From an optimization exercise on the open Yosys and OpenROAD flow, aimed at small area and a short achievable clock period; shortcuts taken in it are not production practice.
At most, simulation tests tie the RTL to the original design; equivalence was not proved.

==> branch willow <==
Design HFT_ALPHA_CORE, start of the top module:
module HFT_ALPHA_CORE #(
    parameter DATA_W        = 32,
    parameter Q_SCALE       = 16,
    parameter ALPHA_12      = 10181,
    parameter ALPHA_26      = 4854,
    parameter ALPHA_9       = 13107,
    parameter STOP_LOSS_PTS = 50
)(
    input wire clk,
    input wire reset,
    input wire valid_tick,
    input wire [DATA_W-1:0] raw_price,
    input wire [31:0] volume,
    output reg [1:0] order_signal,
    output reg order_valid
);
    function [47:0] add48;
        input [47:0] a;
        input [47:0] b;
        input        cin;
        reg   [47:0] g, p, G, P;
        integer d, i;
        begin
            p = a ^ b;
            g = a & b;
            g[0] = g[0] | (p[0] & cin);
            G = g;
            P = p;
            for (d = 1; d < 48; d = d * 2)
                for (i = 2 * d - 1; i < 48; i = i + 2 * d) begin
                    G[i] = G[i] | (P[i] & G[i - d]);
                    P[i] = P[i] & P[i - d];
                end
            for (d = 16; d >= 1; d = d / 2)
                for (i = 3 * d - 1; i < 48; i = i + 2 * d) begin
                    G[i] = G[i] | (P[i] & G[i - d]);
                    P[i] = P[i] & P[i - d];
                end
            add48 = p ^ {G[46:0], cin};
        end
    endfunction
    function [95:0] csa;
        input [47:0] x;
        input [47:0] y;
        input [47:0] z;
        begin
            csa[47:0]  = x ^ y ^ z;
            csa[95:48] = ((x & y) | (x & z) | (y & z)) << 1;
        end
    endfunction
    function [31:0] mul12;
        input [47:0] x;
        reg [95:0] r1, r2, r3;
        reg [47:0] s;
        begin
            r1 = csa((x << 13) | 48'd64, x << 11, (~x) << 6);
            r2 = csa(x << 2, x, r1[47:0]);
  ...
export LEC_CHECK = 0
export CAP_MARGIN = 20
export CORE_MARGIN = 2
export CORE_UTILIZATION = 55
export SETUP_SLACK_MARGIN = 3.5
export SLEW_MARGIN = 20
export TNS_END_PERCENT = 100
create_clock -name core_clock -period 6.5 [get_ports {clk}]
standard.sh (not shown) runs the stock make flow with config.mk's settings and CLKGATE_MAP_FILE= SYNTH_SCRIPT=/design/flow/synth_recipe.tcl, a recipe that flattens the netlist after the stock synthesis.
==> flow/flow/run.sh <==
#!/bin/bash
# Standard ORFS flow, except that after the standard synthesis the combinational
# logic is mapped again by ABC without the full-adder extraction (see reopt.ys).
set -euo pipefail
HERE=$(pwd)
FL=$HERE/flow
R=$HERE/orfs/results/$FLOW_PLATFORM/HFT_ALPHA_CORE/base
bash standard.sh synth > 1_synth_standard.log 2>&1
mkdir -p reopt
cp $R/1_2_yosys.v reopt/std.v
cp $FLOW_HOME/platforms/$FLOW_PLATFORM/lib/sky130_fd_sc_hd__tt_025C_1v80.lib reopt/lib.lib
cp $FL/reopt.ys $FL/keep_seq.tcl $FL/abc_run.tcl reopt/
export DONT_USE_LIST="$(grep -oE 'sky130_fd_sc_hd__(probe|lpflow)[a-z0-9_]+' $FLOW_HOME/platforms/$FLOW_PLATFORM/config.mk | sort -u | tr '\n' ' ')"
export ABC_SCRIPT=$FL/map.abc
(cd reopt && yosys -s reopt.ys) > 1_reopt_yosys.log 2>&1
rm -f reopt/lib.lib
cp reopt/reopt.v $R/1_2_yosys.v
bash standard.sh do-1_synth > 1_synth_odb.log 2>&1
bash standard.sh finish > 2_finish.log 2>&1
==> flow/flow/abc_run.tcl <==
yosys -import
set du {}
foreach c $::env(DONT_USE_LIST) { lappend du -dont_use $c }
abc -script $::env(ABC_SCRIPT) -liberty lib.lib {*}$du
==> flow/flow/keep_seq.tcl <==
yosys -import
set f [open std.v r]; set t [read $f]; close $f
foreach c [lsort -unique [regexp -all -inline {sky130_fd_sc_hd__(?:df|edf|sdf|dl)[a-z0-9_]+} $t]] {
  setattr -mod -set keep_hierarchy 1 $c
}
==> flow/flow/map.abc <==
strash
dch
map -B 0.9
topo
stime -c
buffer -c
upsize -c
dnsize -c
==> flow/flow/reopt.ys <==
# Re-map the combinational logic of the standard synthesis netlist.
# Sequential cells are kept as they are (same instances, names and cell types);
# every combinational cell is dissolved into its logic function and ABC maps it again.
read_liberty -ignore_miss_func lib.lib
read_verilog -sv std.v
hierarchy -top HFT_ALPHA_CORE
tcl keep_seq.tcl
flatten
opt_clean -purge
techmap
opt -fast
tcl abc_run.tcl
hilomap -singleton -hicell sky130_fd_sc_hd__conb_1 HI -locell sky130_fd_sc_hd__conb_1 LO
splitnets
opt_clean -purge
select HFT_ALPHA_CORE
write_verilog -noattr -selected reopt.v
==> branch juniper: changes against branch willow <==
--- a/flow/design.v
+++ b/flow/design.v
@@ -69,26 +69,34 @@
             r1 = csa((x << 12) | 48'd266, x << 10, (~x) << 8);
             r2 = csa((~x) << 3, (~x) << 1, r1[47:0]);
             r3 = csa(r1[95:48], r2[47:0], r2[95:48]);
             s  = add48(r3[47:0], r3[95:48], 1'b0);
             mul26 = s[47:16];
         end
     endfunction
     function [31:0] mul9;
-        input [47:0] x;
-        reg [95:0] r1, r2, r3, r4;
+        input [47:0] h3;
+        reg [95:0] r1, r2;
         reg [47:0] s;
         begin
-            r1 = csa(x, x << 1, x << 4);
-            r2 = csa(r1[47:0], r1[95:48], x << 5);
-            r3 = csa(r2[47:0], r2[95:48], r2[47:0] << 8);
-            r4 = csa(r3[47:0], r3[95:48], r2[95:48] << 8);
-            s  = add48(r4[47:0], r4[95:48], 1'b0);
+            r1 = csa(h3, h3 << 4, h3 << 8);
+            r2 = csa(r1[47:0], r1[95:48], h3 << 12);
+            s  = add48(r2[47:0], r2[95:48], 1'b0);
             mul9 = s[47:16];
+        end
+    endfunction
+    function [47:0] times3_diff;
+        input [47:0] m;
+        input [47:0] e;
+        reg [95:0] r1, r2;
+        begin
+            r1 = csa(m, (m << 1) | 48'd1, ~e);
+            r2 = csa(r1[47:0], r1[95:48], ((~e) << 1) | 48'd1);
+            times3_diff = add48(r2[47:0], r2[95:48], 1'b1);
         end
     endfunction
     reg [31:0] price_q;      
     reg        first_run;
     reg [47:0] ema_12, ema_26;
     reg [47:0] diff_12, diff_26;
     reg [31:0] prod_12, prod_26;
     wire [47:0] load   = first_run ? {raw_price, 16'd0} : 48'd0;
@@ -112,27 +120,30 @@
                 diff_26   <= add48({price_q, 16'd0}, ~ema_26, 1'b1);
                 prod_12   <= mul12(diff_12);
                 prod_26   <= mul26(diff_26);
             end
         end
     end
     reg [47:0] macd_line, ema_9;
     reg [47:0] hist;         
+    reg [47:0] hist3;        
     reg [31:0] prod_9;
     always @(posedge clk or posedge reset) begin
         if (reset) begin
             macd_line <= 0;
             hist      <= 0;
+            hist3     <= 0;
             prod_9    <= 0;
             ema_9     <= 0;
         end else begin
             macd_line <= add48(ema_12, ~ema_26, 1'b1);
             hist      <= add48(macd_line, ~ema_9, 1'b1);
-            prod_9    <= mul9(hist);
+            hist3     <= times3_diff(macd_line, ema_9);
+            prod_9    <= mul9(hist3);
             ema_9     <= add48(ema_9, {{16{prod_9[31]}}, prod_9}, 1'b0);
         end
     end
     reg [1:0]  current_position;
     reg [31:0] entry_price;
     function cout32;
         input [31:0] a;
         input [31:0] b;
- SETUP_SLACK_MARGIN: 3.5 -> 2.5
==> comparison <==
Branch juniper completed with no timing, DRC or antenna violations. Branch willow finished with timing, DRC and antenna clean. Against branch willow, the synthesized cell count of branch juniper is lower by 2.1%. Between branch willow and branch juniper, the lower clock-buffer cell count is in branch willow (gap 10). Of branch juniper and branch willow, branch willow has the higher critical path depth (gap 2). In branch juniper the clock skew is lower than in branch willow, by 0.022 ns. Between branch juniper and branch willow, the lower worst hold slack is in branch willow (gap 0.027 ns).
Function not checked in branch juniper: the RTL went through the layout flow alone.

-- port drivers added, routing unchanged --
In the flow no input, the clock included, has a driving cell. The finished layouts below were timed again as built, in two steps. Step 1 sets driving cells, clkbuf_16 on the clock port and buf_2 on the other inputs (assumed; they add their load-dependent delay and slew). Step 2 also shifts input and output timing later by t, the mid clock arrival at the registers, as if the neighbouring blocks saw the same clock. Three values: no drivers, after step 1, after step 2; two values: the first two.
| run | shift t [ns] | slack for setup (ns) | worst setup path after step 2 | pins driven straight from the clock port |
|---|---|---|---|---|
| branch willow | 0.727 | 2.609 / 2.609 / 2.609 | register to register | 1 |
| branch juniper | 0.702 | 2.663 / 2.663 / 2.092 | input to register | 1 |
After both steps setup and hold are still met in every run listed. The setup slack of branch juniper, which loses most, moves by 0.000 ns with the drivers and by -0.571 ns with both steps.
